This is an optimization exercise on Yosys and OpenROAD, whose aim is small area, a short achievable clock period and few clock cycles, not a production implementation.
RTL that was checked went through simulation tests only; none was proved equivalent to the original.
Only the layout flow was run in runs 1 to 6; the RTL was not checked for function there.
No activity file was given, so power comes from the tool's default toggle rates.

===== config.mk =====
export PLATFORM = sky130hd
export DESIGN_NAME = DIV
export DESIGN_NICKNAME = DIV
export VERILOG_FILES = /design/flow/design.v
export SDC_FILE = /design/flow/constraint.sdc
export NUM_CORES = 4
export LEC_CHECK = 0
export ABC_CLOCK_PERIOD_IN_PS = 3000
export CAP_MARGIN = 20
export CORE_MARGIN = 2
export CORE_UTILIZATION = 40
export PLACE_DENSITY = 0.6
export SETUP_SLACK_MARGIN = 4.0
export SLEW_MARGIN = 20

===== constraint.sdc =====
create_clock -name core_clock -period 8.0 [get_ports {clock}]
set_input_delay 1.6000 -clock core_clock [delete_from_list [all_inputs] [get_ports {clock}]]
set_output_delay 1.6000 -clock core_clock [all_outputs]
set_load 0.01 [all_outputs]

===== design.v =====
module DIV(
  input         clock,
  input         reset,
  output        io_in_ready,
  input         io_in_valid,
  input         io_in_bits_ctrl_flow_divw,
  input         io_in_bits_ctrl_flow_div_signed,
  input         io_in_bits_ctrl_flow_flush,
  input  [31:0] io_in_bits_ctrl_data_src1,
  input  [31:0] io_in_bits_ctrl_data_src2,
  input         io_out_ready,
  output        io_out_valid,
  output [31:0] io_out_bits_result_quotient,
  output [31:0] io_out_bits_result_remainder
);
  localparam [2:0] S_LOAD = 3'd0, S_ALIGN = 3'd1, S_ITER = 3'd2, S_CORR = 3'd3,
                   S_RESTORE = 3'd4, S_DONE = 3'd5;
  function [1:0] lz2(input [1:0] v);
    lz2 = {~v[1] & ~v[0], ~v[1]};
  endfunction
  function [2:0] lz4(input [3:0] v);
    reg [1:0] h, l;
    begin
      h = lz2(v[3:2]); l = lz2(v[1:0]);
      lz4 = {h[1] & l[1], h[1], h[1] ? l[0] : h[0]};
    end
  endfunction
  function [3:0] lz8(input [7:0] v);
    reg [2:0] h, l;
    begin
      h = lz4(v[7:4]); l = lz4(v[3:0]);
      lz8 = {h[2] & l[2], h[2], h[2] ? l[1:0] : h[1:0]};
    end
  endfunction
  function [4:0] lz16(input [15:0] v);
    reg [3:0] h, l;
    begin
      h = lz8(v[15:8]); l = lz8(v[7:0]);
      lz16 = {h[3] & l[3], h[3], h[3] ? l[2:0] : h[2:0]};
    end
  endfunction
  function [5:0] lzc32(input [31:0] v);
    reg [4:0] h, l;
    begin
      h = lz16(v[31:16]); l = lz16(v[15:0]);
      lzc32 = (h[4] & l[4]) ? 6'd32 : {1'b0, h[4], h[4] ? l[3:0] : h[3:0]};
    end
  endfunction
  wire [31:0] a  = io_in_bits_ctrl_data_src1;
  wire [31:0] b  = io_in_bits_ctrl_data_src2;
  wire        sg = io_in_bits_ctrl_flow_div_signed;
  wire        go = io_in_valid & ~io_in_bits_ctrl_flow_flush;
  reg  [2:0]  state;
  reg  [32:0] X;       
  reg  [32:0] E;       
  reg  [31:0] Q;       
  reg  [4:0]  cnt;     
  reg  [5:0]  la, lb;  
  reg         neg_a;   
  reg         neg_q;   
  reg         inv;     
  reg         done;    
  wire        sa  = sg & a[31];
  wire        sb  = sg & b[31];
  wire        nq  = sa ^ sb;
  wire [31:0] ap  = sa ? {~a[30:0], 1'b1} : a;
  wire [31:0] bp  = b ^ {32{sb}};
  wire [5:0]  lza = lzc32(ap);
  wire [5:0]  lzb = lzc32(bp);
  wire        dz  = (b == 32'd0);
  wire [31:0] sm1 = ap  | {1'b0, ap[31:1]};
  wire [31:0] sm2 = sm1 | {2'b0, sm1[31:2]};
  wire [31:0] sm4 = sm2 | {4'b0, sm2[31:4]};
  wire [31:0] sm8 = sm4 | {8'b0, sm4[31:8]};
  wire [31:0] sma = sm8 | {16'b0, sm8[31:16]};
  wire        short = |(bp & ~sma);
  wire [31:0] qdz = (sg & ~a[31]) ? 32'd1 : 32'hffffffff;
  wire [6:0]  sfull = {1'b0, lb} - {1'b0, la};
  wire [4:0]  s   = (sfull[5] | sfull[4:0] == 5'd31) ? 5'd31 : sfull[4:0];
  wire [32:0] Esh = E << s;
  wire [33:0] T1  = {X, 1'b1} + {E ^ {33{inv}}, inv};
  wire [32:0] T   = T1[33:1];
  wire        acc = neg_a ? (T[32] | (T == 33'd0)) : ~T[32];
  always @(posedge clock) begin
    if (reset) begin
      done <= 1'b0;
    end else if (!go) begin
      done <= 1'b0;
    end else begin
      case (state)
        S_LOAD:    done <= dz | short;
        S_ITER:    done <= (cnt == 5'd0) & acc;
        S_CORR:    done <= 1'b1;
        S_RESTORE: done <= 1'b1;
        default:   done <= 1'b0;
      endcase
    end
  end
  always @(posedge clock) begin
    if (reset) begin
      state <= S_LOAD;
    end else if (!go) begin
      state <= S_LOAD;
    end else begin
      case (state)
        S_LOAD:    state <= (dz | short) ? S_DONE : S_ALIGN;
        S_ALIGN:   state <= (neg_q & ~acc) ? S_RESTORE : S_ITER;
        S_ITER:    state <= (cnt != 5'd0) ? S_ITER : (acc ? S_DONE : S_CORR);
        S_CORR:    state <= S_DONE;
        S_RESTORE: state <= S_DONE;
        default:   state <= S_LOAD;
      endcase
    end
  end
  always @(posedge clock) begin
    case (state)
      S_LOAD: begin
        X     <= {sa, a};
        E     <= {sb, b};
        Q     <= dz ? qdz : 32'd0;
        la    <= lza;
        lb    <= lzb;
        neg_a <= sa;
        neg_q <= nq;
        inv   <= ~nq;
      end
      S_ALIGN: begin
        if (neg_q) X <= T;
        Q   <= {32{neg_q}};
        E   <= Esh;
        cnt <= s;
        inv <= ~neg_q;
      end
      S_ITER: begin
        X   <= T;
        Q   <= {Q[30:0], acc ^ neg_q};
        if (cnt != 5'd0) E <= {E[32], E[32:1]};
        cnt <= cnt - 5'd1;
        inv <= acc ^ neg_q;
      end
      S_CORR: begin
        X <= T;
      end
      S_RESTORE: begin
        X <= {neg_a, a};
        Q <= 32'd0;
      end
      default: ;
    endcase
  end
  assign io_in_ready = 1'b1;
  assign io_out_valid = done;
  assign io_out_bits_result_quotient = Q;
  assign io_out_bits_result_remainder = X[31:0];
endmodule

===== run.sh =====
#!/bin/bash
# synth_recipe.tcl (not shown) runs the flow's synth.tcl, then flattens the netlist and writes it again
# the make line also repeats each setting of config.mk as NAME=value (left out here)
make -C /OpenROAD-flow-scripts/flow DESIGN_CONFIG=/design/flow/config.mk WORK_HOME=/design/flow/orfs CLKGATE_MAP_FILE= SYNTH_SCRIPT=/design/flow/synth_recipe.tcl finish

==> reports/metrics.cfg, run 1 <==
[status]
status = finished clean

[hold_path]
worst_hold_path_type = flop to flop
worstHoldPathCells = 1

[synth]
syn_area_mm2 = 0.0122
ys.flop_type = edfxtp_1
synthArstFlopShare_pct = 0
synth_top_area_share_pct = 29.0
synthTopCellsByArea = edfxtp_1, mux2i_1, ha_1
yosys_register_bits = 122
synthesis.nets = 1543
synthCells = 1429
avgSynthCellArea_um2 = 8.54
yosysTopAreaCell = edfxtp_1
yosysSeqAreaShare_pct = 29.7
yosysUniqueCellTypes = 89
yosys_warnings = 1
synth_edf_count = 118

[die]
core.rowCount = 63
die_y_um = 179
core_area_mm2 = 0.0299
boundaryPins = 137
initial_utilization_pct = 40.8
die_x_um = 179
design.die.area_mm2 = 0.0319

[clocking]
cts_tree = built
cts_made_buffers = 17
cts-root-buf = clkbuf_16
htree_levels = 4
clock_latency_ns = 0.43
cts.path.max_buffers = 2
postCtsHoldBufs = 0
clock_sinks = 122
cts.clk_slew.worst_paths_ns = 0.07

[timing]
setup_viol = 0
slew-limit-headroom_pct = 41.1
timing.hold.ws_ns = 0.548
post-route-period-util_pct = 54.5
max_clock_freq_mhz = 229
setup_tns_ns = 0
fin_worst_skew_ns = 0.0140
hold_viol_final = 0
maxSlewViolCount = 0
period_minus_slack_ns = 4.36
setup_ws_ns = 3.64
worstMarginPinSlew_ns = 0.877
rsz0062_at_grt = yes

[grt]
grt_usage_pct = 28.4
grt_pass1_vias = 11451
grt_max_degree = 55
overflow = 0
grt_pass1_wl_um = 68900
antenna_found_initial = 0

[cells_and_area]
fin_area_mm2 = 0.0154
syn2layout_area_growth_pct = 26.0
num-fill-cells = 2807
final_util_pct = 51.4
layout.nets = 1614
num_antenna_cells = 0
drive_gt1_share_pct = 17.9

[drt]
via_per_inst = 6.50
drt_iter0_drc = 1673
postRouteWirelength_um = 45700
dr.pass1.iters = 6
dr_total_vias = 12361
wl_per_cell_um = 24.0
final_antenna_net_count = 0
drc_errors = 0

[setup_path]
slowest_stage = edfxtp_1
cp.required_ns = 8.18
cpMostUsedCell = buf_8
cpPeakStageDelay_ns = 0.41
critPathMaxFanout = 8
reg2reg_depth = 17
critPathKind = flop to flop
cp_cell_sequence = buf_8 -> buf_8 -> xor2_1 -> ha_1 -> a21o_1 -> a221oi_4 -> buf_6 -> o21bai_1 -> xnor2_1 -> nand2_1 -> nand4bb_4 -> nor4_4 -> a41oi_2 -> or2_1 -> ha_4 -> o31ai_1 -> a221o_1
critPathCaptureType = flop
crit_path_start_kind = flop
crit_arrival_ns = 4.55

[place]
pre_cts_ws_ns = 1.58
place.gp.congestion = 0.941
dp_hpwl_um = 33900
portBuffers = 133
place_area_mm2 = 0.0135

[pwr]
p_leak_uw = 0.00598
powerDensity_mw_per_mm2 = 255
ir_drop_v = 0.000145

[job]
drv_cap = 0

-- worst max-delay path: cells and delay by family, from the launching register on --
kind,cells,cell delay (ns)
AOI/OAI and AO/OA,6,1.18
and+or+nand+nor,4,1.01
adders and majority gates,2,0.62
buffers and inverters,3,0.48
DFF,1,0.41
xor gates and xnor gates,2,0.39
-- cell usage after synthesis (6+ instances only) --
library cell	count
a311oi_1	6
nand2b_1	17
o31ai_1	19
o211ai_1	15
xor2_1	44
a222oi_1	18
a31oi_1	19
a22o_1	6
and3_1	13
buf_2	11
buf_1	14
inv_1	46
nand2_1	119
or2_2	6
nor2_1	71
o21bai_1	6
or3_1	11
o21ai_0	98
mux2i_1	76
ha_1	42
o21ai_1	9
o22ai_1	11
nand4_1	33
clkbuf_1	76
a21oi_1	98
and2_1	13
o31a_1	6
a21boi_0	6
nor4_1	24
a32oi_1	6
o221ai_1	14
a211o_1	7
xnor2_1	22
o21a_1	16
a22oi_1	17
mux2_2	34
edfxtp_1	118
nor2b_1	9
a211oi_1	19
nor3_1	36
buf_4	35
a21o_1	52
nand3_1	31
-- flip-flops by register name, summed over array words and instances, names as in the netlist, 3 cells and up --
register  flops
la            6
cnt           5
E            33
lb            6
state         3
X            33
Q            32
-- layout make-up --
cell class	count	area, um^2	share of cell area (%)
well taps	390	488	3.17
clock buffers	17	425	2.77
flip-flops and latches	122	3620	23.6
inverters	46	176	1.15
multi-input cells	1125	8650	56.3
repair inverters	2	15.0	0.0977
repair buffers	186	1840	12.0
clock inverters	15	151	0.985
-- worst paths after layout --
kind,start,end,slack (ns)
max,inv,inv,3.64
min,Q[2],Q[3],0.55
max reg2reg,inv,inv,3.64
min reg2reg,Q[2],Q[3],0.55
-- logic make-up (layout without fill, tap and decap cells) --
kind of cell    after synthesis  in the layout  synth area share, %
compound gates              496            496                 27.9
xor+xnor                     66             66                 4.74
fa+ha+maj                    43             43                 4.47
buf+inv                     183            266                 6.83
flops                       122            122                 29.7
mux                         111            111                 9.49
other cells                   1              1               0.0307
simple gates                407            408                 16.8
-- where the power goes --
| part | switching [uW] | internal [uW] |
|---|---|---|
| clock network | 354 | 440 |
| registers | 91.5 | 781 |
| logic | 1310 | 944 |
-- placed cells by master, fill, tap and decap left out, types with 29 or more instances in the layout --
cell,instances
a21o_1,52
a21oi_1,80
buf_4,44
clkdlybuf4s50_1,124
edfxtp_1,118
inv_1,45
mux2_2,34
mux2i_1,73
nand2_1,115
nand3_1,29
nand4_1,33
nor2_1,65
nor3_1,34
o21ai_0,92
-- layer usage --
metal	share of wire, %	global-route usage [%]
met5	0	0
met4	3.2	10.5
met3	9.1	5.00
met2	45	43.9
met1	43	39.7
-- stage by stage --
stage	cells	total power, uW
after global routing	1903	4100
final	1903	3920
after floorplan	1429	2200
after detailed placement	1829	2710
after CTS	1890	3730
after global placement	1829	2720
-- what timing repair did --
item | in CTS | in global routing
setup endpoints to repair | 74 | 63
buffers inserted | 25 | 12
pin swaps | 27 | 24
gates resized for setup | 113 | 79
endpoints found under the hold margin | 0 | 0
gates cloned | 4 | 0
==> run 2: changes to the inputs <==
--- a/config.mk
+++ b/config.mk
@@ -10,5 +10,5 @@
 export CORE_MARGIN = 2
 export CORE_UTILIZATION = 40
 export PLACE_DENSITY = 0.6
-export SETUP_SLACK_MARGIN = 4.0
+export SETUP_SLACK_MARGIN = 4.5
 export SLEW_MARGIN = 20
==> run 2 against run 1 <==
  * Still clean on timing, DRC and antenna
  * First-iteration DRC count grew 12%
  * Die area is the same
  * Setup slack lost 0.18 ns
  * Critical path depth is the same
  * Global-route usage grew 0.38 points
  * Area after synthesis is the same
  * Fmax shrank 4.0%
  * Combinational power grew 12%
  * Largest power group unchanged
==> reports/metrics.cfg, run 2 <==
[clocking]
cts-root-buf = clkbuf_16
postCtsHoldBufs = 0  ; unchanged
clock_sinks = 122  ; unchanged
cts.path.max_buffers = 2  ; unchanged
clock_latency_ns = 0.43  ; about the same
cts.clk_slew.worst_paths_ns = 0.06  ; about the same
htree_levels = 4  ; unchanged
cts_tree = built
cts_made_buffers = 17  ; unchanged

[synth]
yosys_warnings = 1  ; unchanged
yosysMostFrequentCell = nand2_1
yosys_register_bits = 122  ; unchanged
synth_common_cells = nand2_1, edfxtp_1, a21oi_1, o21ai_0
avgSynthCellArea_um2 = 8.54  ; unchanged
yosysSeqAreaShare_pct = 29.7  ; unchanged
syn_area_mm2 = 0.0122  ; unchanged
ys.flop_type = edfxtp_1
yosysTopAreaCell = edfxtp_1
synthTopCellsByArea = edfxtp_1, mux2i_1, ha_1
synthesis.nets = 1543  ; unchanged
synthArstFlopShare_pct = 0  ; unchanged
synthCells = 1429  ; unchanged
synth_edf_count = 118  ; unchanged
yosysUniqueCellTypes = 89  ; unchanged
synth_top_area_share_pct = 29.0  ; unchanged

[die]
core_area_mm2 = 0.0299  ; unchanged
boundaryPins = 137  ; unchanged
die_x_um = 179  ; unchanged
die_y_um = 179  ; unchanged
initial_utilization_pct = 40.8  ; unchanged
design.die.area_mm2 = 0.0319  ; unchanged
core.rowCount = 63  ; unchanged

[setup_path]
critPathMaxFanout = 7  ; -1
r2r-end = inv
cp.depth = 17  ; unchanged
path_buf_inv = 3  ; unchanged
worstSetupEndpoint = inv
cp-startpoint = inv
critPathKind = flop to flop
cp_cell_sequence = buf_6 -> buf_16 -> xor2_4 -> ha_4 -> buf_4 -> a21oi_2 -> o21ai_2 -> o21a_1 -> or3_1 -> a21oi_2 -> nand4bb_4 -> nor4_4 -> a41oi_2 -> or2_1 -> ha_4 -> o31ai_1 -> a221o_1
cpPeakStageDelay_ns = 0.52  ; +0.11 ns
reg2reg_depth = 17  ; unchanged
reg2reg_from = inv
slowest_stage = edfxtp_1
cp.required_ns = 8.17  ; about the same
crit_arrival_ns = 4.71  ; +0.16 ns
crit_path_start_kind = flop
r2r_setup_slack_ns = 3.46  ; -0.18 ns
cp_top_family = compound AO/OA/AOI/OAI gates
critPathCaptureType = flop

[timing]
rsz0062_at_grt = yes
setup_tns_ns = 0  ; unchanged
setup_viol = 0  ; unchanged
slew-limit-headroom_pct = 27.0  ; -14 points
setup_ws_ns = 3.46  ; -0.183 ns
hold_viol_final = 0  ; unchanged
post-route-period-util_pct = 56.8  ; +2.3 points
fin_worst_skew_ns = 0.0192  ; +0.00519 ns
period_minus_slack_ns = 4.54  ; +0.183 ns
max_clock_freq_mhz = 220  ; -4.0%
worstMarginPinSlew_ns = 1.09  ; +0.218 ns
maxSlewViolCount = 0  ; unchanged

[place]
place_area_mm2 = 0.0135  ; +0.38%
dp_hpwl_um = 33600  ; -0.72%
dp_cells = 1826  ; -0.16%
pre_cts_ws_ns = 2.36  ; +0.776 ns
portBuffers = 133  ; unchanged
place.gp.congestion = 0.921  ; -2.1%

[hold_path]
worst_hold_path_type = flop to flop
worstHoldPathCells = 1  ; unchanged

[drt]
drt_iter0_drc = 1877  ; +12%
top_layer_used = met5
dr_total_vias = 12866  ; +4.1%
drc_errors = 0  ; unchanged
wl_per_cell_um = 24.8  ; +3.1%
wl_met3_um = 4960  ; +19%
wl_met2_um = 21800  ; +6.5%
dr.pass1.iters = 8  ; +2
via_per_inst = 6.57  ; +1.2%
wl_met1_um = 19600  ; about the same
postRouteWirelength_um = 48500  ; +6.1%
final_antenna_net_count = 0  ; unchanged

[cells_and_area]
fin_cells = 1958  ; +2.9%
top_regs = E x33, X x33, Q x32
num-fill-cells = 2659  ; -5.3%
fin_area_mm2 = 0.0165  ; +7.0%
layout.nets = 1669  ; +3.4%
mostFrequentLayoutCells = edfxtp_1, nand2_1, clkdlybuf4s50_1
num_antenna_cells = 0  ; unchanged
syn2layout_area_growth_pct = 34.8
drive_gt1_share_pct = 24.0  ; +6.1 points
final_common_cell = edfxtp_1
final_util_pct = 55.1  ; +3.6 points

[grt]
grt_pass1_wl_um = 69300  ; +0.64%
antenna_found_initial = 1  ; +1
grt_pass1_vias = 11585  ; +1.2%
grt_max_degree = 71  ; +29%
grt_usage_pct = 28.8  ; +0.38 points
overflow = 0  ; unchanged

[pwr]
powerDensity_mw_per_mm2 = 259  ; +1.6%
p_leak_uw = 0.00656  ; +9.7%
ir_drop_v = 0.000186  ; +28%

[job]
drv_cap = 0  ; unchanged

[status]
status = finished clean

[run 2: cell counts after synthesis]
Identical to the previous run, type by type.
[run 2: kinds of logic after synthesis]
kind of cell	after synthesis	synth area share [%]
mux	111	9.49
flops	122	29.7
simple gates	407	16.8
fa+ha+maj	43	4.47
other cells	1	0.0307
compound gates	496	27.9
xor+xnor	66	4.74
buf+inv	183	6.83
[run 2: worst min-delay path by stage]
stage	from	to	slack, ns
floorplan	state[0]	state[0]	0.56
global placement	Q[19]	Q[20]	0.53
detailed placement	Q[29]	Q[30]	0.53
CTS	Q[29]	Q[30]	0.55
global route	Q[29]	Q[30]	0.56
finish	Q[2]	Q[3]	0.55
[run 2: final cells by class]
cell class,instances,area (um^2),area share (%)
Clock buffer,18,429,2.61
Clock inverter,14,196,1.19
Inverter,46,199,1.21
Multi-Input combinational cell,1129,9140,55.5
Sequential cell,122,3620,22.0
Tap cell,390,488,2.97
Timing Repair Buffer,238,2370,14.4
Timing Repair inverter,1,11.3,0.0685
[run 2: metrics by stage]
step                power [uW]  hold WS (ns)
finish                    4260         0.546
detailed placement        2730         0.534
global route              4420         0.559
CTS                       3900         0.547
global placement          2730         0.526
floorplan                 2240         0.564
[run 2: report_power, final]
part,switching [uW],internal [uW]
Combinational,1430,1110
Clock,322,524
Sequential,94.4,781
Total,1850,2410
[run 2: timing repair]
action	in CTS	in global routing
pin swaps	38	50
endpoints found under the setup margin	85	79
gates cloned	9	7
gates resized for setup	192	150
setup buffers	36	48
[run 2: routing by layer]
layer,vias up,global-route usage (%)
met5,-,0
met1,6142,39.0
li1,5754,-
met4,2,12.0
met3,129,6.00
met2,839,44.5
==> run 3: changes to the inputs <==
--- a/config.mk
+++ b/config.mk
@@ -10,5 +10,5 @@
 export CORE_MARGIN = 2
 export CORE_UTILIZATION = 40
 export PLACE_DENSITY = 0.6
-export SETUP_SLACK_MARGIN = 4.5
+export SETUP_SLACK_MARGIN = 3.5
 export SLEW_MARGIN = 20
==> run 3 against run 2 <==
  * Non-clock buffer count shrank 75
  * Die area is the same
  * Final area shrank 10%
  * Synthesized cell count is the same
  * Clock skew shrank 0.0040 ns
  * Combinational power shrank 18%
  * Wire length shrank 6.4%
  * Setup slack gained 0.093 ns
  * Clock-buffer cell count shrank 1
  * Utilization shrank 5.7 points
  * Still clean
  * Clock power shrank 2.5%
  * Register-to-register slack gained 0.09 ns
==> reports/metrics.cfg, run 3 <==
[status]
status = finished clean

[die]
core_area_mm2 = 0.0299  ; unchanged
design.die.area_mm2 = 0.0319  ; unchanged
boundaryPins = 137  ; unchanged
die_x_um = 179  ; unchanged
initial_utilization_pct = 40.8  ; unchanged
die_y_um = 179  ; unchanged
core.rowCount = 63  ; unchanged

[pwr]
pwr-share-comb_pct = 55.0  ; -4.5 points
clock_power_share_pct = 21.9  ; +2.0 points
ir_drop_v = 0.000172  ; -7.7%
pwr-share-seq_pct = 23.1  ; +2.5 points
netSwitchingPower_uw = 1710  ; -7.6%
p_leak_uw = 0.00572  ; -13%
p_sw_share_pct = 45.3  ; +1.9 points
powerDensity_mw_per_mm2 = 255  ; -1.3%
internal_power_uw = 2060  ; -15%

[timing]
worstMarginPinSlew_ns = 1.07  ; -0.0205 ns
period_minus_slack_ns = 4.45  ; -0.0928 ns
maxSlewViolCount = 0  ; unchanged
hold_viol_final = 0  ; unchanged
timing.hold.ws_ns = 0.547  ; +0.000574 ns
max_clock_freq_mhz = 225  ; +2.1%
setup_tns_ns = 0  ; unchanged
post-route-period-util_pct = 55.6  ; -1.2 points
setup_viol = 0  ; unchanged
rsz0062_at_grt = yes
setup_ws_ns = 3.55  ; +0.0928 ns
fin_worst_skew_ns = 0.0152  ; -0.00400 ns
slew-limit-headroom_pct = 28.4  ; +1.4 points

[grt]
grt_max_degree = 56  ; -21%
overflow = 0  ; unchanged
grt_pass1_vias = 11161  ; -3.7%
grt_usage_pct = 27.9  ; -0.87 points
grt_pass1_wl_um = 67400  ; -2.8%
antenna_found_initial = 1  ; unchanged

[clocking]
htree_levels = 4  ; unchanged
cts_made_buffers = 17  ; unchanged
cts.path.max_buffers = 2  ; unchanged
clock_latency_ns = 0.44  ; about the same
cts.clk_slew.worst_paths_ns = 0.08  ; +0.02 ns
cts-root-buf = clkbuf_16
cts_tree = built
clock_sinks = 122  ; unchanged

[setup_path]
cpPeakStageDelay_ns = 0.67  ; +0.15 ns
critPathMaxFanout = 14  ; +7
crit_arrival_ns = 4.63  ; -0.08 ns
crit_path_start_kind = flop
reg2reg_depth = 15  ; -2
critPathCaptureType = flop
slowest_stage = o21ai_0
cp_cell_sequence = buf_4 -> buf_4 -> xor2_1 -> ha_1 -> nand2_1 -> o21ai_0 -> a32oi_1 -> nand2_1 -> a311oi_2 -> nor4_2 -> a41oi_2 -> or2_1 -> ha_1 -> o31ai_1 -> a221o_1
cp.required_ns = 8.18  ; about the same
critPathKind = flop to flop

[cells_and_area]
drive_gt1_share_pct = 13.0  ; -11 points
layout.nets = 1589  ; -4.8%
final_common_cell = clkdlybuf4s50_1
syn2layout_area_growth_pct = 20.8
fin_cells = 1878  ; -4.1%
final_util_pct = 49.3  ; -5.7 points
num_antenna_cells = 0  ; unchanged
top_regs = E x33, X x33, Q x32
mostFrequentLayoutCells = clkdlybuf4s50_1, edfxtp_1, nand2_1

[synth]
yosysUniqueCellTypes = 89  ; unchanged
synth_common_cells = nand2_1, edfxtp_1, a21oi_1, o21ai_0
yosys_register_bits = 122  ; unchanged
avgSynthCellArea_um2 = 8.54  ; unchanged
syn_area_mm2 = 0.0122  ; unchanged
yosysMostFrequentCell = nand2_1
synth_edf_count = 118  ; unchanged
synth_top_area_share_pct = 29.0  ; unchanged
synthesis.nets = 1543  ; unchanged
synthCells = 1429  ; unchanged
synthArstFlopShare_pct = 0  ; unchanged
yosysSeqAreaShare_pct = 29.7  ; unchanged
ys.flop_type = edfxtp_1
synthTopCellsByArea = edfxtp_1, mux2i_1, ha_1
yosys_warnings = 1  ; unchanged
yosysTopAreaCell = edfxtp_1

[hold_path]
worst_hold_path_type = flop to flop
worstHoldPathCells = 1  ; unchanged

[drt]
final_antenna_net_count = 0  ; unchanged
via_per_inst = 6.48  ; -1.3%
dr.pass1.iters = 7  ; -1
dr_total_vias = 12178  ; -5.3%
drc_errors = 0  ; unchanged
wl_per_cell_um = 24.2  ; -2.5%
drt_iter0_drc = 1612  ; -14%
postRouteWirelength_um = 45400  ; -6.4%

[place]
pre_cts_ws_ns = 2.09  ; -0.268 ns
portBuffers = 133  ; unchanged
place.gp.congestion = 0.954  ; +3.5%
dp_cells = 1827  ; +0.055%
dp_hpwl_um = 33700  ; +0.36%

[job]
drv_cap = 0  ; unchanged

## run 3: cell counts after synthesis
Identical to the previous run, type by type.
## run 3: layer usage
metal / track usage, % / up-vias / share of wire, %
met4: 10.6 / 2 / 3.4
met5: 0 / - / 0.029
met3: 4.52 / 100 / 8.4
met2: 42.9 / 644 / 44
li1: - / 5559 / -
met1: 39.3 / 5873 / 44
## run 3: path summary, 6_finish.rpt
kind | endpoint | startpoint | slack [ns]
worst max-delay path | inv | inv | 3.55
worst min-delay path | Q[11] | Q[10] | 0.55
worst max register to register | inv | inv | 3.55
worst min register to register | Q[11] | Q[10] | 0.55
## run 3: final cells by class
type | instances | area (um^2)
sequential | 122 | 3620
tap | 390 | 488
multi-input combinational | 1124 | 8240
timing repair inverter | 1 | 7.51
inverter | 46 | 176
clock inverter | 15 | 170
timing repair buffer | 163 | 1620
clock buffer | 17 | 425
fill | 2865 | 15100
## run 3: per-stage QoR
step | instance area, um^2 | total power (uW)
floorplan | 12200 | 2200
global placement | 13500 | 2710
detailed placement | 13500 | 2720
CTS | 14200 | 3580
global route | 14700 | 3950
finish | 14700 | 3770
## run 3: kinds of logic (layout without fill, tap and decap cells)
| kind of cell | after synthesis | in the layout | share of synthesized area, % |
|---|---|---|---|
| DFF | 122 | 122 | 29.7 |
| AOI/OAI and AO/OA | 496 | 496 | 27.9 |
| adders and majority gates | 43 | 43 | 4.47 |
| and+or+nand+nor | 407 | 407 | 16.8 |
| other | 1 | 1 | 0.0307 |
| muxes | 111 | 111 | 9.49 |
| buffers and inverters | 183 | 242 | 6.83 |
| xor gates and xnor gates | 66 | 66 | 4.74 |
## run 3: critical path, delay by kind of cell, from the launching register on
family,cells,cell delay (ns)
adders and majority gates,2,0.78
DFF,1,0.38
buffers and inverters,2,0.39
AOI/OAI and AO/OA,6,1.55
xor gates and xnor gates,1,0.18
and+or+nand+nor,4,0.94
## run 3: power groups by stage
stage	registers, uW	clock network, uW	logic [uW]
after global routing	875	850	2220
after global placement	876	0	1840
after floorplan	834	0	1360
after detailed placement	877	0	1840
final	869	825	2070
after CTS	862	825	1890
## run 3: repair_timing
item / in CTS / in global routing
hold buffers: 0 / 0
pin swaps: 4 / 16
resized for setup: 25 / 66
buffers inserted: 7 / 9
setup endpoints to repair: 11 / 22
cloned: 1 / 1
==> run 4: changes to the inputs <==
--- a/design.v
+++ b/design.v
@@ -58,7 +58,7 @@
   reg  [5:0]  la, lb;  
   reg         neg_a;   
   reg         neg_q;   
-  reg         inv;     
+  reg         m;       
   reg         done;    
   wire        sa  = sg & a[31];
   wire        sb  = sg & b[31];
@@ -78,9 +78,12 @@
   wire [6:0]  sfull = {1'b0, lb} - {1'b0, la};
   wire [4:0]  s   = (sfull[5] | sfull[4:0] == 5'd31) ? 5'd31 : sfull[4:0];
   wire [32:0] Esh = E << s;
-  wire [33:0] T1  = {X, 1'b1} + {E ^ {33{inv}}, inv};
+  wire        inv = m ^ neg_q;         
+  wire [32:0] Y   = E ^ {33{inv}};
+  wire [33:0] T1  = {X, 1'b1} + {Y, inv};
   wire [32:0] T   = T1[33:1];
-  wire        acc = neg_a ? (T[32] | (T == 33'd0)) : ~T[32];
+  wire        tz  = &((X ^ Y) ~^ {X[31:0] | Y[31:0], inv});
+  wire        acc = neg_a ? (T[32] | tz) : ~T[32];
   always @(posedge clock) begin
     if (reset) begin
       done <= 1'b0;
@@ -122,21 +125,21 @@
         lb    <= lzb;
         neg_a <= sa;
         neg_q <= nq;
-        inv   <= ~nq;
+        m     <= 1'b1;
       end
       S_ALIGN: begin
         if (neg_q) X <= T;
         Q   <= {32{neg_q}};
         E   <= Esh;
         cnt <= s;
-        inv <= ~neg_q;
+        m   <= 1'b1;
       end
       S_ITER: begin
         X   <= T;
         Q   <= {Q[30:0], acc ^ neg_q};
         if (cnt != 5'd0) E <= {E[32], E[32:1]};
         cnt <= cnt - 5'd1;
-        inv <= acc ^ neg_q;
+        m   <= acc;
       end
       S_CORR: begin
         X <= T;
--- a/config.mk
+++ b/config.mk
@@ -10,5 +10,5 @@
 export CORE_MARGIN = 2
 export CORE_UTILIZATION = 40
 export PLACE_DENSITY = 0.6
-export SETUP_SLACK_MARGIN = 3.5
+export SETUP_SLACK_MARGIN = 4.0
 export SLEW_MARGIN = 20
==> run 4 against run 3 <==
  * Still clean
  * Global-route usage up 1.3 points
  * Wire length grew 13%
  * Synthesized cell count is 13% higher
  * Area after synthesis is 7.6% higher
  * Critical path depth increased by 2
  * Total power increased by 9.7%
  * Utilization rose by 1.3 points
  * Sequential power up 2.9%
  * Clock power is 4.1% higher
  * Final area grew 12%
  * Largest cell class unchanged
  * Largest power group unchanged
==> reports/metrics.cfg, run 4 <==
[status]
status = finished clean

[drt]
dr.pass1.iters = 6  ; -1
drc_errors = 0  ; unchanged
postRouteWirelength_um = 51500  ; +13%
via_per_inst = 6.38  ; -1.7%
dr_total_vias = 13570  ; +11%
drt_iter0_drc = 1754  ; +8.8%
wl_per_cell_um = 24.2  ; +0.13%
final_antenna_net_count = 0  ; unchanged

[grt]
grt_max_degree = 62  ; +11%
grt_usage_pct = 29.2  ; +1.3 points
grt_pass1_wl_um = 74900  ; +11%
antenna_found_initial = 0  ; -1
overflow = 0  ; unchanged
grt_pass1_vias = 12450  ; +12%

[setup_path]
cp.required_ns = 8.17  ; about the same
reg2reg_from = neg_q
reg2reg_depth = 17  ; +2
cpMostUsedCell = buf_4
critPathCaptureType = flop
cp-startpoint = neg_q
crit_arrival_ns = 4.18  ; -0.45 ns
critPathMaxFanout = 9  ; -5
path_buf_inv = 5  ; +3
cpPeakStageDelay_ns = 0.53  ; -0.14 ns
cp.depth = 17  ; +2
cp_top_family = compound AO/OA/AOI/OAI gates
cp_cell_sequence = xnor2_4 -> buf_4 -> buf_16 -> buf_4 -> xnor2_4 -> inv_1 -> ha_4 -> nand3_2 -> o21a_1 -> o21ai_4 -> a41oi_2 -> a21oi_2 -> or3_1 -> nand4_1 -> buf_4 -> ha_2 -> o221ai_1
r2r_setup_slack_ns = 3.99  ; +0.44 ns
crit_path_start_kind = flop
r2r-end = Q[0]
critPathKind = flop to flop
worstSetupEndpoint = Q[0]
slowest_stage = edfxtp_1

[synth]
synthesis.nets = 1758  ; +14%
yosysUniqueCellTypes = 91  ; +2.2%
synthArstFlopShare_pct = 0  ; unchanged
yosysTopAreaCell = edfxtp_1
yosysMostFrequentCell = nand2_1
yosysSeqAreaShare_pct = 27.6  ; -2.1 points
synthCells = 1615  ; +13%
avgSynthCellArea_um2 = 8.13  ; -4.8%
synth_top_area_share_pct = 27.0  ; -2.1 points
yosys_register_bits = 122  ; unchanged
synth_common_cells = nand2_1, edfxtp_1, inv_1
synth_edf_count = 118  ; unchanged
synthTopCellsByArea = edfxtp_1, ha_1, nand2_1
yosys_warnings = 1  ; unchanged
ys.flop_type = edfxtp_1
syn_area_mm2 = 0.0131  ; +7.6%

[die]
design.die.area_mm2 = 0.0343  ; +7.4%
die_x_um = 185  ; +3.7%
boundaryPins = 137  ; unchanged
core_area_mm2 = 0.0325  ; +8.6%
initial_utilization_pct = 40.5  ; -0.38 points
die_y_um = 185  ; +3.7%
core.rowCount = 66  ; +4.8%

[cells_and_area]
seqCellArea_mm2 = 0.00362  ; unchanged
fin_area_mm2 = 0.0165  ; +12%
fin_cells = 2128  ; +13%
final_common_cell = nand2_1
drive_gt1_share_pct = 14.6  ; +1.6 points
multiInputGateArea_mm2 = 0.00934  ; +13%
num_antenna_cells = 0  ; unchanged
mostFrequentLayoutCells = nand2_1, clkdlybuf4s50_1, edfxtp_1
final_util_pct = 50.7  ; +1.3 points
num-fill-cells = 3077  ; +7.4%
syn2layout_area_growth_pct = 25.3
layout.nets = 1816  ; +14%
top_regs = E x33, X x33, Q x32

[place]
place.gp.congestion = 0.957  ; +0.31%
dp_cells = 2052  ; +12%
place_area_mm2 = 0.0144  ; +7.2%
dp_hpwl_um = 36600  ; +8.5%
portBuffers = 133  ; unchanged

[clocking]
cts.clk_slew.worst_paths_ns = 0.07  ; about the same
cts_tree = built
cts-root-buf = clkbuf_16
clock_latency_ns = 0.45  ; about the same
htree_levels = 4  ; unchanged
cts.path.max_buffers = 2  ; unchanged
cts_made_buffers = 17  ; unchanged
clock_sinks = 122  ; unchanged

[timing]
hold_viol_final = 0  ; unchanged
max_clock_freq_mhz = 249  ; +11%
timing.hold.ws_ns = 0.547  ; +0.0000510 ns
maxSlewViolCount = 0  ; unchanged
setup_tns_ns = 0  ; unchanged
period_minus_slack_ns = 4.01  ; -0.442 ns
setup_viol = 0  ; unchanged
fin_worst_skew_ns = 0.0172  ; +0.00200 ns
post-route-period-util_pct = 50.1  ; -5.5 points
worstMarginPinSlew_ns = 0.976  ; -0.0978 ns
slew-limit-headroom_pct = 34.7  ; +6.3 points
rsz0062_at_grt = yes

[pwr]
powerDensity_mw_per_mm2 = 251  ; -1.7%
p_leak_uw = 0.00671  ; +17%
ir_drop_v = 0.000164  ; -4.5%

[job]
drv_cap = 0  ; unchanged

[hold_path]
worst_hold_path_type = flop to flop

-- run 4: cell count changes in the layout (fill, tap and decap cells not counted), sizes merged, moves of 13 or more --
| cell | before | now |
|---|---|---|
| inv | 56 | 120 |
| xnor2 | 22 | 61 |
| ha | 42 | 71 |
| mux2i | 77 | 31 |
| mux2 | 34 | 7 |
| nor2 | 71 | 85 |
| nor3 | 38 | 25 |
| nand2 | 119 | 163 |
| o31ai | 21 | 6 |
| buf | 28 | 60 |
-- run 4: timing repair --
item / CTS / global route
hold buffers: 0 / 0
pin swaps: 9 / 20
setup buffers: 15 / 25
gates resized for setup: 77 / 107
setup endpoints to repair: 65 / 75
gates cloned: 2 / 2
-- run 4: cells by family after synthesis --
kind of cell	Yosys count	share of synthesized area (%)
DFF	122	27.6
adders and majority gates	72	6.92
other	1	0.0286
xor gates and xnor gates	108	7.26
AOI/OAI and AO/OA	533	28.1
muxes	43	3.88
buffers and inverters	268	8.94
and+or+nand+nor	468	17.3
-- run 4: area by class of cell --
type / instances / area share [%]
Inverter: 113 / 2.63
Tap cell: 442 / 3.36
Timing Repair Buffer: 193 / 11.4
Clock inverter: 15 / 1.22
Multi-Input combinational cell: 1226 / 56.8
Clock buffer: 17 / 2.59
Sequential cell: 122 / 22.0
-- run 4: how the worst min path moves through the flow --
stage                       from     end  slack [ns]  cells past startpoint
final                      Q[10]   Q[11]        0.55                      1
after global routing        Q[8]    Q[9]        0.57                      1
after CTS                   Q[6]    Q[7]        0.55                      1
after detailed placement   Q[14]   Q[15]        0.54                      1
after global placement      Q[9]   Q[10]        0.53                      1
after floorplan           cnt[0]  cnt[0]        0.57                      1
-- run 4: stage by stage --
stage          worst slack (ns)  power, uW
2_1_floorplan              4.01       2250
3_3_place_gp               2.66       2810
3_5_place_dp               2.63       2820
4_1_cts                    3.96       3840
5_1_grt                    3.91       4300
6_report                   3.99       4130
-- run 4: report_power, final --
part | switching, uW | internal, uW
Sequential | 113 | 782
Combinational | 1400 | 976
Clock | 356 | 503
-- run 4: per-layer routing --
layer	part of all wire (%)	wire length (um)	track usage, %
met2	43	22400	43.9
met5	0	0	0
met3	10	5330	5.86
met4	3.9	1990	11.3
met1	42	21800	41.0
==> run 5: changes to the inputs <==
--- a/design.v
+++ b/design.v
@@ -13,8 +13,8 @@
   output [31:0] io_out_bits_result_quotient,
   output [31:0] io_out_bits_result_remainder
 );
-  localparam [2:0] S_LOAD = 3'd0, S_ALIGN = 3'd1, S_ITER = 3'd2, S_CORR = 3'd3,
-                   S_RESTORE = 3'd4, S_DONE = 3'd5;
+  localparam [2:0] S_LOAD = 3'd0, S_ALIGN = 3'd1, S_ITER = 3'd2,
+                   S_RESTORE = 3'd3, S_DONE = 3'd4;
   function [1:0] lz2(input [1:0] v);
     lz2 = {~v[1] & ~v[0], ~v[1]};
   endfunction
@@ -51,6 +51,7 @@
   wire        sg = io_in_bits_ctrl_flow_div_signed;
   wire        go = io_in_valid & ~io_in_bits_ctrl_flow_flush;
   reg  [2:0]  state;
+  reg         done;    
   reg  [32:0] X;       
   reg  [32:0] E;       
   reg  [31:0] Q;       
@@ -58,8 +59,6 @@
   reg  [5:0]  la, lb;  
   reg         neg_a;   
   reg         neg_q;   
-  reg         m;       
-  reg         done;    
   wire        sa  = sg & a[31];
   wire        sb  = sg & b[31];
   wire        nq  = sa ^ sb;
@@ -77,41 +76,41 @@
   wire [31:0] qdz = (sg & ~a[31]) ? 32'd1 : 32'hffffffff;
   wire [6:0]  sfull = {1'b0, lb} - {1'b0, la};
   wire [4:0]  s   = (sfull[5] | sfull[4:0] == 5'd31) ? 5'd31 : sfull[4:0];
-  wire [32:0] Esh = E << s;
-  wire        inv = m ^ neg_q;         
-  wire [32:0] Y   = E ^ {33{inv}};
-  wire [33:0] T1  = {X, 1'b1} + {Y, inv};
+  wire [32:0] Esh = (E << s) ^ {33{~neg_q}};
+  wire        cin = ~neg_q;
+  wire [33:0] T1  = {X, 1'b1} + {E, cin};
   wire [32:0] T   = T1[33:1];
-  wire        tz  = &((X ^ Y) ~^ {X[31:0] | Y[31:0], inv});
+  wire        tz  = &((X ^ E) ~^ {X[31:0] | E[31:0], cin});
   wire        acc = neg_a ? (T[32] | tz) : ~T[32];
   always @(posedge clock) begin
     if (reset) begin
-      done <= 1'b0;
+      state <= S_LOAD;
+      done  <= 1'b0;
     end else if (!go) begin
-      done <= 1'b0;
+      state <= S_LOAD;
+      done  <= 1'b0;
     end else begin
       case (state)
-        S_LOAD:    done <= dz | short;
-        S_ITER:    done <= (cnt == 5'd0) & acc;
-        S_CORR:    done <= 1'b1;
-        S_RESTORE: done <= 1'b1;
-        default:   done <= 1'b0;
-      endcase
-    end
-  end
-  always @(posedge clock) begin
-    if (reset) begin
-      state <= S_LOAD;
-    end else if (!go) begin
-      state <= S_LOAD;
-    end else begin
-      case (state)
-        S_LOAD:    state <= (dz | short) ? S_DONE : S_ALIGN;
-        S_ALIGN:   state <= (neg_q & ~acc) ? S_RESTORE : S_ITER;
-        S_ITER:    state <= (cnt != 5'd0) ? S_ITER : (acc ? S_DONE : S_CORR);
-        S_CORR:    state <= S_DONE;
-        S_RESTORE: state <= S_DONE;
-        default:   state <= S_LOAD;
+        S_LOAD: begin
+          state <= (dz | short) ? S_DONE : S_ALIGN;
+          done  <= dz | short;
+        end
+        S_ALIGN: begin
+          state <= (neg_q & ~acc) ? S_RESTORE : S_ITER;
+          done  <= 1'b0;
+        end
+        S_ITER: begin
+          state <= (cnt == 5'd0) ? S_DONE : S_ITER;
+          done  <= (cnt == 5'd0);
+        end
+        S_RESTORE: begin
+          state <= S_DONE;
+          done  <= 1'b1;
+        end
+        default: begin
+          state <= S_LOAD;
+          done  <= 1'b0;
+        end
       endcase
     end
   end
@@ -125,28 +124,21 @@
         lb    <= lzb;
         neg_a <= sa;
         neg_q <= nq;
-        m     <= 1'b1;
       end
       S_ALIGN: begin
-        if (neg_q) X <= T;
+        if (neg_q & acc) X <= T;
         Q   <= {32{neg_q}};
         E   <= Esh;
         cnt <= s;
-        m   <= 1'b1;
       end
       S_ITER: begin
-        X   <= T;
+        if (acc) X <= T;
         Q   <= {Q[30:0], acc ^ neg_q};
-        if (cnt != 5'd0) E <= {E[32], E[32:1]};
+        E   <= {E[32], E[32:1]};
         cnt <= cnt - 5'd1;
-        m   <= acc;
-      end
-      S_CORR: begin
-        X <= T;
       end
       S_RESTORE: begin
-        X <= {neg_a, a};
-        Q <= 32'd0;
+        Q   <= 32'd0;
       end
       default: ;
     endcase
==> run 5 against run 4 <==
  * Still clean
  * Setup slack better by 0.034 ns
  * Area after synthesis fell by 3.4%
  * Sequential cell count down 1
  * Die area fell by 3.3%
==> reports/metrics.cfg, run 5 <==
[status]
status = finished clean

[drt]
final_antenna_net_count = 0  ; unchanged
wl_per_cell_um = 24.0  ; -0.72%
drt_iter0_drc = 1671  ; -4.7%
dr_total_vias = 12847  ; -5.3%
postRouteWirelength_um = 48800  ; -5.2%
via_per_inst = 6.32  ; -0.90%
dr.pass1.iters = 5  ; -1
drc_errors = 0  ; unchanged

[timing]
fin_worst_skew_ns = 0.00948  ; -0.00771 ns
setup_viol = 0  ; unchanged
maxSlewViolCount = 0  ; unchanged
slew-limit-headroom_pct = 39.0  ; +4.3 points
max_clock_freq_mhz = 252  ; +0.86%
worstMarginPinSlew_ns = 0.913  ; -0.0634 ns
setup_ws_ns = 4.02  ; +0.0341 ns
rsz0062_at_grt = yes
setup_tns_ns = 0  ; unchanged
period_minus_slack_ns = 3.98  ; -0.0341 ns
hold_viol_final = 0  ; unchanged
post-route-period-util_pct = 49.7  ; -0.43 points

[die]
boundaryPins = 137  ; unchanged
die_x_um = 182  ; -1.7%
initial_utilization_pct = 40.4  ; about the same
core_area_mm2 = 0.0314  ; -3.3%
die_y_um = 182  ; -1.7%
core.rowCount = 65  ; -1.5%
design.die.area_mm2 = 0.0332  ; -3.3%

[synth]
yosysMostFrequentCell = nor2_1
synthesis.nets = 1716  ; -2.4%
synth_fa_ha_area_share_pct = 7.57  ; +0.65 points
yosysUniqueCellTypes = 92  ; +1.1%
synthArstFlopShare_pct = 0  ; unchanged
yosys_warnings = 1  ; unchanged
synth_top_area_share_pct = 27.7  ; +0.70 points
synth-compound-area-share_pct = 26.9  ; -1.2 points
synth_common_cells = nor2_1, a21oi_1, edfxtp_1
syn_area_mm2 = 0.0127  ; -3.4%
yosys-mux-area-fraction_pct = 3.85  ; -0.033 points
synth_edf_count = 117  ; -0.85%
ys.flop_type = edfxtp_1
synthTopCellsByArea = edfxtp_1, ha_1, a21oi_1
yosysTopAreaCell = edfxtp_1
avgSynthCellArea_um2 = 8.08  ; -0.59%
yosys_register_bits = 121  ; -0.82%
yosys.area_share.simple_pct = 18.3  ; +1.0 points
synthCells = 1570  ; -2.8%
synth_top_family_by_area = compound AO/OA/AOI/OAI gates
synth_xor_area_share_pct = 5.93  ; -1.3 points
yosysSeqAreaShare_pct = 28.3  ; +0.72 points

[clocking]
cts_tree = built
htree_levels = 4  ; unchanged
postCtsHoldBufs = 0  ; unchanged
cts_made_buffers = 17  ; unchanged
cts.clk_slew.worst_paths_ns = 0.07  ; about the same
clock_sinks = 121  ; -0.82%
clock_latency_ns = 0.44  ; about the same
cts-root-buf = clkbuf_16
cts.path.max_buffers = 2  ; unchanged

[setup_path]
critPathKind = flop to flop
crit_arrival_ns = 4.18  ; about the same
critPathMaxFanout = 9  ; unchanged
cp.required_ns = 8.21  ; +0.04 ns
critPathCaptureType = flop
crit_path_start_kind = flop

[pwr]
p_total_uw = 3480  ; -16%
powerDensity_mw_per_mm2 = 230  ; -8.3%
ir_drop_v = 0.000180  ; +9.4%
p_leak_uw = 0.00620  ; -7.6%

[cells_and_area]
final_common_cell = clkdlybuf4s50_1
drive_gt1_share_pct = 11.1  ; -3.5 points
mostFrequentLayoutCells = clkdlybuf4s50_1, edfxtp_1, a21oi_1
num-fill-cells = 3089  ; +0.39%
seqCellArea_mm2 = 0.00359  ; -0.83%
layout.nets = 1764  ; -2.9%
syn2layout_area_growth_pct = 19.2
top_regs = E x33, X x33, Q x32
multiInputGateArea_mm2 = 0.00835  ; -11%
num_antenna_cells = 0  ; unchanged

[place]
dp_hpwl_um = 35700  ; -2.4%
place.gp.congestion = 0.941  ; -1.6%
portBuffers = 133  ; unchanged
pre_cts_ws_ns = 1.98  ; -0.657 ns

[grt]
grt_max_degree = 56  ; -9.7%
grt_usage_pct = 28.8  ; -0.36 points
antenna_found_initial = 0  ; unchanged
grt_pass1_wl_um = 72000  ; -3.8%
grt_pass1_vias = 11855  ; -4.8%
overflow = 0  ; unchanged

[hold_path]
worst_hold_path_type = flop to flop

[job]
drv_cap = 0  ; unchanged

-- run 5: cell count changes after synthesis, sizes merged, moves of 12 or more --
cell,previous run,this run
nand2,162,101
nor2,85,120
nand3,42,73
a21oi,90,120
xor2,47,17
nor3,25,46
a22oi,22,36
nand4,30,17
a211o,18,6
-- run 5: cells by family (layout without fill, tap and decap cells) --
family / count (synthesis) / after routing
AO/OA/AOI/OAI: 516 / 518
AND/OR/NAND/NOR: 469 / 469
buffers and inverters: 257 / 315
flip-flops: 121 / 121
XOR/XNOR: 85 / 85
adder cells (fa/ha/maj): 75 / 75
multiplexers: 46 / 47
other: 1 / 1
-- run 5: metrics by stage --
step / cell area, um^2 / hold slack, ns / utilization, % / instances
global route: 15100 / 0.563 / 48.2 / 2033
CTS: 14700 / 0.544 / 46.8 / 2014
detailed placement: 13900 / 0.531 / 44.4 / 1971
finish: 15100 / 0.541 / 48.2 / 2033
global placement: 13900 / 0.526 / 44.4 / 1971
floorplan: 12700 / 0.504 / - / 1570
-- run 5: final timing paths --
| path | slack [ns] | depth (start not counted) | start | end |
|---|---|---|---|---|
| min reg2reg | 0.54 | 1 | Q[5] | Q[6] |
| max | 4.02 | 15 | E[2] | X[0] |
| max reg2reg | 4.02 | 15 | E[2] | X[0] |
| min | 0.54 | 1 | Q[5] | Q[6] |
-- run 5: area by class of cell --
class	instances	area share, %
clock buffers	17	2.81
repair inverters	1	0.0496
repair buffers	176	11.3
flip-flops and latches	121	23.7
inverters	106	2.68
clock inverters	15	0.868
multi-input cells	1195	55.2
well taps	402	3.32
-- run 5: critical path, cell delays in order (launching register included) --
cell,delay (ns)
edfxtp_1,0.43
inv_1,0.15
ha_1,0.45
a21o_1,0.15
a21oi_1,0.09
a21oi_2,0.24
nor2_4,0.08
o311ai_2,0.22
buf_4,0.19
o21ai_4,0.08
o31ai_4,0.33
xnor2_2,0.18
mux2_4,0.40
ha_2,0.27
o221a_4,0.33
buf_12,0.15
-- run 5: power breakdown --
part           switching, uW  leakage [uW]  internal [uW]
combinational           1160       0.00462            716
sequential              74.3       0.00131            773
clock                    350      0.000263            408
total                   1590       0.00620           1900
-- run 5: repair_timing --
action                     4_1_cts  5_1_grt
gates resized for setup         53       62
cloned                           3        1
setup endpoints to repair       99      103
hold endpoints to repair         0        0
setup buffers                    8       18
pin swaps                        4        4
-- run 5: routing by layer --
| metal | track usage, % | vias to the layer above | part of all wire, % |
|---|---|---|---|
| met2 | 44.5 | 670 | 45 |
| met5 | 0 | - | 0 |
| li1 | - | 5865 | - |
| met1 | 39.7 | 6208 | 42 |
| met4 | 12.5 | 0 | 4.1 |
| met3 | 5.07 | 104 | 9.5 |
==> run 6: changes to the inputs <==
--- a/config.mk
+++ b/config.mk
@@ -8,7 +8,7 @@
 export ABC_CLOCK_PERIOD_IN_PS = 3000
 export CAP_MARGIN = 20
 export CORE_MARGIN = 2
-export CORE_UTILIZATION = 40
-export PLACE_DENSITY = 0.6
+export CORE_UTILIZATION = 65
+export PLACE_DENSITY = 0.75
 export SETUP_SLACK_MARGIN = 4.0
 export SLEW_MARGIN = 20
==> run 6 against run 5 <==
  * First-iteration DRC count grew 27%
  * Sequential power about the same
  * Sequential share of layout area is 0.44 points higher
  * Clock-buffer cell count stayed put
  * Register-to-register slack hardly changed
  * Area after synthesis unchanged
  * Utilization rose by 29 points
  * Synthesized cell count did not move
  * Critical path type unchanged
==> reports/metrics.cfg, run 6 <==
[clocking]
cts-root-buf = clkbuf_16
htree_levels = 4  ; unchanged
cts_tree = built
cts.path.max_buffers = 2  ; unchanged
clock_latency_ns = 0.43  ; about the same
cts_made_buffers = 17  ; unchanged
clock_sinks = 121  ; unchanged
postCtsHoldBufs = 0  ; unchanged
cts.clk_slew.worst_paths_ns = 0.07  ; about the same

[grt]
antenna_found_initial = 1  ; +1
grt_pass1_wl_um = 67000  ; -7.0%
overflow = 0  ; unchanged
grt_usage_pct = 43.0  ; +14 points
grt_pass1_vias = 11716  ; -1.2%
grt_max_degree = 67  ; +20%

[die]
design.die.area_mm2 = 0.0207  ; -38%
initial_utilization_pct = 65.6  ; +25 points
die_x_um = 144  ; -21%
boundaryPins = 137  ; unchanged
core.rowCount = 51  ; -22%
core_area_mm2 = 0.0193  ; -38%
die_y_um = 144  ; -21%

[cells_and_area]
mostFrequentLayoutCells = clkdlybuf4s50_1, edfxtp_1, a21oi_1
num_antenna_cells = 0  ; unchanged
drive_gt1_share_pct = 10.1  ; -0.99 points
final_common_cell = clkdlybuf4s50_1
syn2layout_area_growth_pct = 17.1
num-fill-cells = 1392  ; -55%
top_regs = E x33, X x33, Q x32
fin_area_mm2 = 0.0149  ; -1.8%
fin_cells = 1887  ; -7.2%
layout.nets = 1755  ; -0.51%

[setup_path]
cp.depth = 10  ; -5
critPathKind = flop to flop
slowest_stage = ha_2
cp_top_family = compound AO/OA/AOI/OAI gates
reg2reg_depth = 10  ; -5
crit_path_start_kind = flop
critPathCaptureType = flop
path_buf_inv = 0  ; -3
cp.required_ns = 8.18  ; -0.03 ns
cpPeakStageDelay_ns = 0.59  ; +0.14 ns
crit_arrival_ns = 4.15  ; -0.03 ns
critPathMaxFanout = 28  ; +19
cp_cell_sequence = ha_2 -> nand3_1 -> mux2_2 -> nand2_4 -> a21oi_1 -> a211o_1 -> and3_4 -> o32ai_2 -> mux2i_1 -> a221o_1

[timing]
rsz0062_at_grt = yes
setup_tns_ns = 0  ; unchanged
max_clock_freq_mhz = 252  ; +0.25%
setup_viol = 0  ; unchanged
slew-limit-headroom_pct = 20.3  ; -19 points
period_minus_slack_ns = 3.97  ; -0.00973 ns
worstMarginPinSlew_ns = 1.19  ; +0.278 ns
hold_viol_final = 0  ; unchanged
fin_worst_skew_ns = 0.0120  ; +0.00247 ns
timing.hold.ws_ns = 0.551  ; +0.0101 ns
maxSlewViolCount = 0  ; unchanged
post-route-period-util_pct = 49.6  ; -0.12 points

[pwr]
powerDensity_mw_per_mm2 = 237  ; +3.0%
ir_drop_v = 0.000190  ; +5.9%
p_leak_uw = 0.00621  ; +0.17%
p_total_uw = 3520  ; +1.2%

[status]
status = finished clean

[drt]
via_per_inst = 7.10  ; +12%
final_antenna_net_count = 0  ; unchanged
postRouteWirelength_um = 46200  ; -5.4%
drc_errors = 0  ; unchanged
dr.pass1.iters = 6  ; +1
wl_per_cell_um = 24.5  ; +1.9%
dr_total_vias = 13391  ; +4.2%
drt_iter0_drc = 2125  ; +27%

[synth]
yosysUniqueCellTypes = 92  ; unchanged
ys.flop_type = edfxtp_1
yosysTopAreaCell = edfxtp_1
synthTopCellsByArea = edfxtp_1, ha_1, a21oi_1
yosys_register_bits = 121  ; unchanged
synth_edf_count = 117  ; unchanged
avgSynthCellArea_um2 = 8.08  ; unchanged
synth_common_cells = nor2_1, a21oi_1, edfxtp_1
yosysSeqAreaShare_pct = 28.3  ; unchanged
synthCells = 1570  ; unchanged
yosys_warnings = 1  ; unchanged
syn_area_mm2 = 0.0127  ; unchanged
synthesis.nets = 1716  ; unchanged
synth_top_area_share_pct = 27.7  ; unchanged
synthArstFlopShare_pct = 0  ; unchanged
yosysMostFrequentCell = nor2_1

[hold_path]
worstHoldPathCells = 1  ; unchanged
worst_hold_path_type = flop to flop

[place]
place.gp.congestion = 1.02  ; +8.8%
portBuffers = 133  ; unchanged
dp_cells = 1829  ; -7.2%
place_area_mm2 = 0.0137  ; -1.5%
dp_hpwl_um = 32300  ; -9.5%

[job]
drv_cap = 0  ; unchanged

[run 6: cell counts after synthesis]
No cell type changed its count.
[run 6: per-stage QoR]
stage	utilization, %	worst slack, ns
after global placement	71.0	2.26
after detailed placement	71.0	2.19
final	76.9	4.03
after CTS	75.0	3.97
after global routing	76.9	3.96
after floorplan	-	4.19
[run 6: path summary, 6_finish.rpt]
check,startpoint,endpoint,slack (ns)
worst max-delay path,la[0],E[23],4.03
worst min-delay path,Q[27],Q[28],0.55
worst max register to register,la[0],E[23],4.03
worst min register to register,Q[27],Q[28],0.55
[run 6: cells by family (layout without fill, tap and decap cells)]
| group | after synthesis | in the layout | synth area share [%] |
|---|---|---|---|
| and+or+nand+nor | 469 | 470 | 18.3 |
| DFF | 121 | 121 | 28.3 |
| adders and majority gates | 75 | 75 | 7.57 |
| other | 1 | 1 | 0.0296 |
| xor gates and xnor gates | 85 | 85 | 5.93 |
| AOI/OAI and AO/OA | 516 | 519 | 26.9 |
| buffers and inverters | 257 | 304 | 9.07 |
| muxes | 46 | 47 | 3.85 |
[run 6: where the power goes]
| part | leakage (uW) | internal, uW | switching (uW) |
|---|---|---|---|
| Sequential | 0.00131 | 773 | 74.3 |
| Combinational | 0.00460 | 704 | 1150 |
| Clock | 0.000295 | 450 | 370 |
| Total | 0.00621 | 1930 | 1600 |
[run 6: per-layer routing]
metal | track usage, % | share of wire (%) | wire [um] | vias to the layer above
li1 | - | - | - | 5855
met1 | 56.3 | 36 | 16500 | 6132
met2 | 64.9 | 43 | 19900 | 1150
met3 | 10.4 | 14 | 6620 | 252
met4 | 24.4 | 6.8 | 3140 | 2
met5 | 0 | 0.032 | 15 | -
[run 6: final cells by class]
type / count / area (um^2) / share of cell area (%)
inverter: 106 / 398 / 2.68
clock buffer: 17 / 425 / 2.86
sequential: 121 / 3590 / 24.2
clock inverter: 15 / 176 / 1.19
timing repair buffer: 166 / 1590 / 10.7
multi-input combinational: 1197 / 8350 / 56.2
tap: 265 / 332 / 2.23
[run 6: repair_timing]
| action | CTS | global route |
|---|---|---|
| pin swaps | 3 | 6 |
| setup endpoints to repair | 105 | 102 |
| cloned | 3 | 2 |
| buffers inserted | 5 | 16 |
| gates resized for setup | 41 | 58 |
==> run 7: changes to the inputs <==
--- a/design.v
+++ b/design.v
@@ -82,6 +82,8 @@
   wire [32:0] T   = T1[33:1];
   wire        tz  = &((X ^ E) ~^ {X[31:0] | E[31:0], cin});
   wire        acc = neg_a ? (T[32] | tz) : ~T[32];
+  wire        stp = (state == S_ALIGN) ? neg_q : (state != S_LOAD);
+  wire        xen = acc & stp;
   always @(posedge clock) begin
     if (reset) begin
       state <= S_LOAD;
@@ -115,32 +117,33 @@
     end
   end
   always @(posedge clock) begin
+    la <= lza;
+    lb <= lzb;
     case (state)
       S_LOAD: begin
         X     <= {sa, a};
         E     <= {sb, b};
         Q     <= dz ? qdz : 32'd0;
-        la    <= lza;
-        lb    <= lzb;
         neg_a <= sa;
         neg_q <= nq;
       end
       S_ALIGN: begin
-        if (neg_q & acc) X <= T;
+        if (xen) X <= T;
         Q   <= {32{neg_q}};
         E   <= Esh;
         cnt <= s;
       end
-      S_ITER: begin
-        if (acc) X <= T;
+      S_RESTORE: begin
+        Q   <= 32'd0;
+        E   <= {E[32], E[32:1]};
+        cnt <= cnt - 5'd1;
+      end
+      default: begin
+        if (xen) X <= T;
         Q   <= {Q[30:0], acc ^ neg_q};
         E   <= {E[32], E[32:1]};
         cnt <= cnt - 5'd1;
       end
-      S_RESTORE: begin
-        Q   <= 32'd0;
-      end
-      default: ;
     endcase
   end
   assign io_in_ready = 1'b1;
--- a/config.mk
+++ b/config.mk
@@ -8,7 +8,7 @@
 export ABC_CLOCK_PERIOD_IN_PS = 3000
 export CAP_MARGIN = 20
 export CORE_MARGIN = 2
-export CORE_UTILIZATION = 65
-export PLACE_DENSITY = 0.75
+export CORE_UTILIZATION = 40
+export PLACE_DENSITY = 0.6
 export SETUP_SLACK_MARGIN = 4.0
 export SLEW_MARGIN = 20
==> run 7 against run 6 <==
  * Die area rose by 55%
  * Largest cell class unchanged
  * Sequential cell count is the same
  * Highest routed layer is now met4
  * Final cell count grew 11%
  * Global-route usage is 13 points lower
  * Clock-buffer cell count stayed put
==> reports/metrics.cfg, run 7 <==
[drt]
dr.pass1.iters = 8  ; +2
via_per_inst = 6.27  ; -12%
final_antenna_net_count = 0  ; unchanged
drc_errors = 0  ; unchanged
postRouteWirelength_um = 48400  ; +4.8%
drt_iter0_drc = 1567  ; -26%
wl_per_cell_um = 23.1  ; -5.8%
dr_total_vias = 13159  ; -1.7%

[setup_path]
cp.depth = 11  ; +1
path_buf_inv = 1  ; +1
r2r_setup_slack_ns = 4.07  ; +0.04 ns
cp_top_family = simple AND/OR/NAND/NOR gates
crit_path_start_kind = flop
r2r-end = E[30]
slowest_stage = or4_4
crit_arrival_ns = 4.26  ; +0.11 ns
reg2reg_depth = 11  ; +1
reg2reg_from = la[0]
critPathKind = flop to flop
cp_cell_sequence = ha_4 -> inv_1 -> or4_4 -> nand2b_4 -> nand2_2 -> nand2_1 -> o221a_2 -> mux2i_1 -> xnor2_1 -> nand3_1 -> a32o_1
critPathCaptureType = flop
cpPeakStageDelay_ns = 0.58  ; about the same
critPathMaxFanout = 28  ; unchanged
cp.required_ns = 8.34  ; +0.16 ns

[timing]
setup_viol = 0  ; unchanged
worstMarginPinSlew_ns = 1.03  ; -0.161 ns
post-route-period-util_pct = 49.1  ; -0.49 points
slew-limit-headroom_pct = 31.1  ; +11 points
rsz0062_at_grt = yes
hold_viol_final = 0  ; unchanged
fin_worst_skew_ns = 0.0111  ; -0.000883 ns
max_clock_freq_mhz = 255  ; +1.0%
setup_tns_ns = 0  ; unchanged
maxSlewViolCount = 0  ; unchanged
period_minus_slack_ns = 3.93  ; -0.0395 ns

[grt]
grt_max_degree = 69  ; +3.0%
grt_pass1_wl_um = 71600  ; +7.0%
antenna_found_initial = 0  ; -1
grt_pass1_vias = 11977  ; +2.2%
overflow = 0  ; unchanged
grt_usage_pct = 29.7  ; -13 points

[place]
dp_hpwl_um = 36800  ; +14%
portBuffers = 133  ; unchanged
place.gp.congestion = 0.995  ; -2.9%

[cells_and_area]
drive_gt1_share_pct = 10.4  ; +0.29 points
final_util_pct = 48.9  ; -28 points
top_regs = E x33, X x33, Q x32
final_common_cell = nand2_1
layout.nets = 1833  ; +4.4%
mostFrequentLayoutCells = nand2_1, clkdlybuf4s50_1, o21ai_0
syn2layout_area_growth_pct = 21.1
num_antenna_cells = 0  ; unchanged

[pwr]
internal_power_uw = 1840  ; -4.6%
netSwitchingPower_uw = 1550  ; -3.2%
clock_power_share_pct = 23.6  ; +0.3 points
p_sw_share_pct = 45.7  ; +0.36 points
powerDensity_mw_per_mm2 = 228  ; -4.0%
pwr-share-seq_pct = 24.3  ; +0.3 points
pwr-share-comb_pct = 52.1  ; -0.6 points
p_leak_uw = 0.00636  ; +2.5%
ir_drop_v = 0.000136  ; -29%

[hold_path]
worstHoldPathCells = 1  ; unchanged
hold_end = Q[2]
worstHoldStart = Q[1]
worst_hold_path_type = flop to flop

[clocking]
cts.path.max_buffers = 2  ; unchanged
clock_latency_ns = 0.45  ; +0.02 ns
cts_tree = built
cts.clk_slew.worst_paths_ns = 0.07  ; about the same
postCtsHoldBufs = 0  ; unchanged
clock_sinks = 121  ; unchanged
cts_made_buffers = 17  ; unchanged
cts-root-buf = clkbuf_16
htree_levels = 4  ; unchanged

[synth]
synth_top_area_share_pct = 13.0  ; -15 points
synthesis.nets = 1776  ; +3.5%
yosys_warnings = 1  ; unchanged
yosysUniqueCellTypes = 97  ; +5.4%
synthArstFlopShare_pct = 0  ; unchanged
synth_edf_count = 41  ; -65%
synth_common_cells = nand2_1, a21oi_1, o21ai_0
synthCells = 1632  ; +3.9%
synthTopCellsByArea = dfxtp_1, edfxtp_1, ha_1
yosysTopAreaCell = dfxtp_1
yosys_register_bits = 121  ; unchanged
yosysMostFrequentCell = nand2_1
yosysSeqAreaShare_pct = 23.1  ; -5.2 points
avgSynthCellArea_um2 = 7.52  ; -6.9%
ys.flop_type = dfxtp_1
syn_area_mm2 = 0.0123  ; -3.2%

[die]
die_y_um = 179  ; +25%
die_x_um = 179  ; +25%
boundaryPins = 137  ; unchanged
initial_utilization_pct = 40.4  ; -25 points
core.rowCount = 64  ; +25%
core_area_mm2 = 0.0304  ; +57%
design.die.area_mm2 = 0.0321  ; +55%

[job]
drv_cap = 0  ; unchanged

[status]
status = finished clean

==> run 7: cell count changes in the layout (fill, tap and decap cells not counted), sizes merged, moves of 17 or more <==
cell,previous run,this run
dfxtp,4,80
edfxtp,117,41
nand2,102,176
xnor2,68,32
xor2,17,50
a22oi,36,12
o21ai,106,123
==> run 7: power groups by stage <==
stage          Clock (uW)  Sequential [uW]  Combinational [uW]
6_report              798              822                1760
5_1_grt               831              828                1880
4_1_cts               804              818                1680
3_5_place_dp            0              832                1630
3_3_place_gp            0              831                1620
2_1_floorplan           0              784                1170
==> run 7: metrics by stage <==
step                      hold WS, ns  setup WS [ns]  cells  power, uW  area, um^2
final                           0.449           4.07   2098       3380       14900
after global routing            0.460           3.98   2098       3540       14900
after CTS                       0.451           4.01   2089       3300       14600
after detailed placement        0.436           2.07   2045       2460       13600
after global placement          0.432           2.02   2044       2460       13600
after floorplan                 0.478           4.03   1632       1960       12300
==> run 7: kinds of logic (layout without fill, tap and decap cells) <==
group / count (synthesis) / in the layout / share of synthesized area (%)
XOR/XNOR: 82 / 82 / 5.91
AND/OR/NAND/NOR: 505 / 506 / 19.5
multiplexers: 63 / 63 / 5.54
AO/OA/AOI/OAI: 539 / 539 / 29.5
other: 1 / 1 / 0.0305
flip-flops: 121 / 121 / 23.1
buffers and inverters: 248 / 317 / 8.89
adder cells (fa/ha/maj): 73 / 73 / 7.56
==> run 7: layer usage <==
| layer | vias up | GRT usage (%) | wire length [um] |
|---|---|---|---|
| met3 | 108 | 4.03 | 4130 |
| met4 | 0 | 11.8 | 1900 |
| li1 | 6055 | - | - |
| met5 | - | 0 | 0 |
| met1 | 6349 | 41.4 | 20800 |
| met2 | 647 | 46.1 | 21500 |
==> run 7: layout make-up <==
class,instances,area [um^2]
Clock buffer,17,425
Timing Repair Buffer,170,1750
Sequential cell,121,2840
Clock inverter,15,169
Multi-Input combinational cell,1264,8750
Inverter,115,440
Fill cell,3051,15600
Tap cell,396,495
==> run 7: what timing repair did <==
action | CTS | global route
endpoints found under the setup margin | 112 | 120
endpoints found under the hold margin | 0 | 0
pin swaps | 7 | 7
cloned | 3 | 0
buffers inserted | 9 | 9
gates resized for setup | 53 | 60
==> run 7: worst reg2reg max path: stages, from the launching register on <==
cell	delay (ns)
dfxtp_1	0.36
ha_4	0.49
inv_1	0.23
or4_4	0.59
nand2b_4	0.20
nand2_2	0.46
nand2_1	0.27
o221a_2	0.37
mux2i_1	0.28
xnor2_1	0.17
nand3_1	0.11
a32o_1	0.28
==> run 7: worst max path at each step <==
stage / startpoint / to / slack (ns)
after floorplan: E[6] / X[0] / 4.03
after global placement: io_in_bits_ctrl_flow_div_signed / state[0] / 2.02
after detailed placement: io_in_bits_ctrl_flow_div_signed / state[0] / 2.07
after CTS: la[0] / E[23] / 4.01
after global routing: la[4] / E[21] / 3.98
final: la[0] / E[30] / 4.07
Testbench counts of run 7, summed over its fixed seeds: cycles 16,913.

## re-timing with driven ports
No port has a modelled driver above. Below, the same layouts with a new extraction and two added sets of constraints. Step 1: set_driving_cell puts a clkbuf_16 on clock and a buf_2 on each other input, an assumption about the parent block. Step 2 also shifts input and output timing later by t, the mid clock arrival at the registers, as if the neighbouring blocks saw the same clock. Three values: no drivers, after step 1, after step 2; two values: the first two.
run | shift t [ns] | setup WS [ns]
run 1 | 0.479 | 3.639 / 3.639 / 3.636
run 2 | 0.476 | 3.456 / 3.456 / 3.456
run 3 | 0.485 | 3.548 / 3.548 / 3.172
run 4 | 0.495 | 3.990 / 3.990 / 3.642
run 5 | 0.489 | 4.024 / 4.024 / 3.598
run 6 | 0.476 | 4.034 / 4.034 / 3.587
run 7 | 0.490 | 4.074 / 4.074 / 3.650
After both steps every run listed still meets setup and hold.
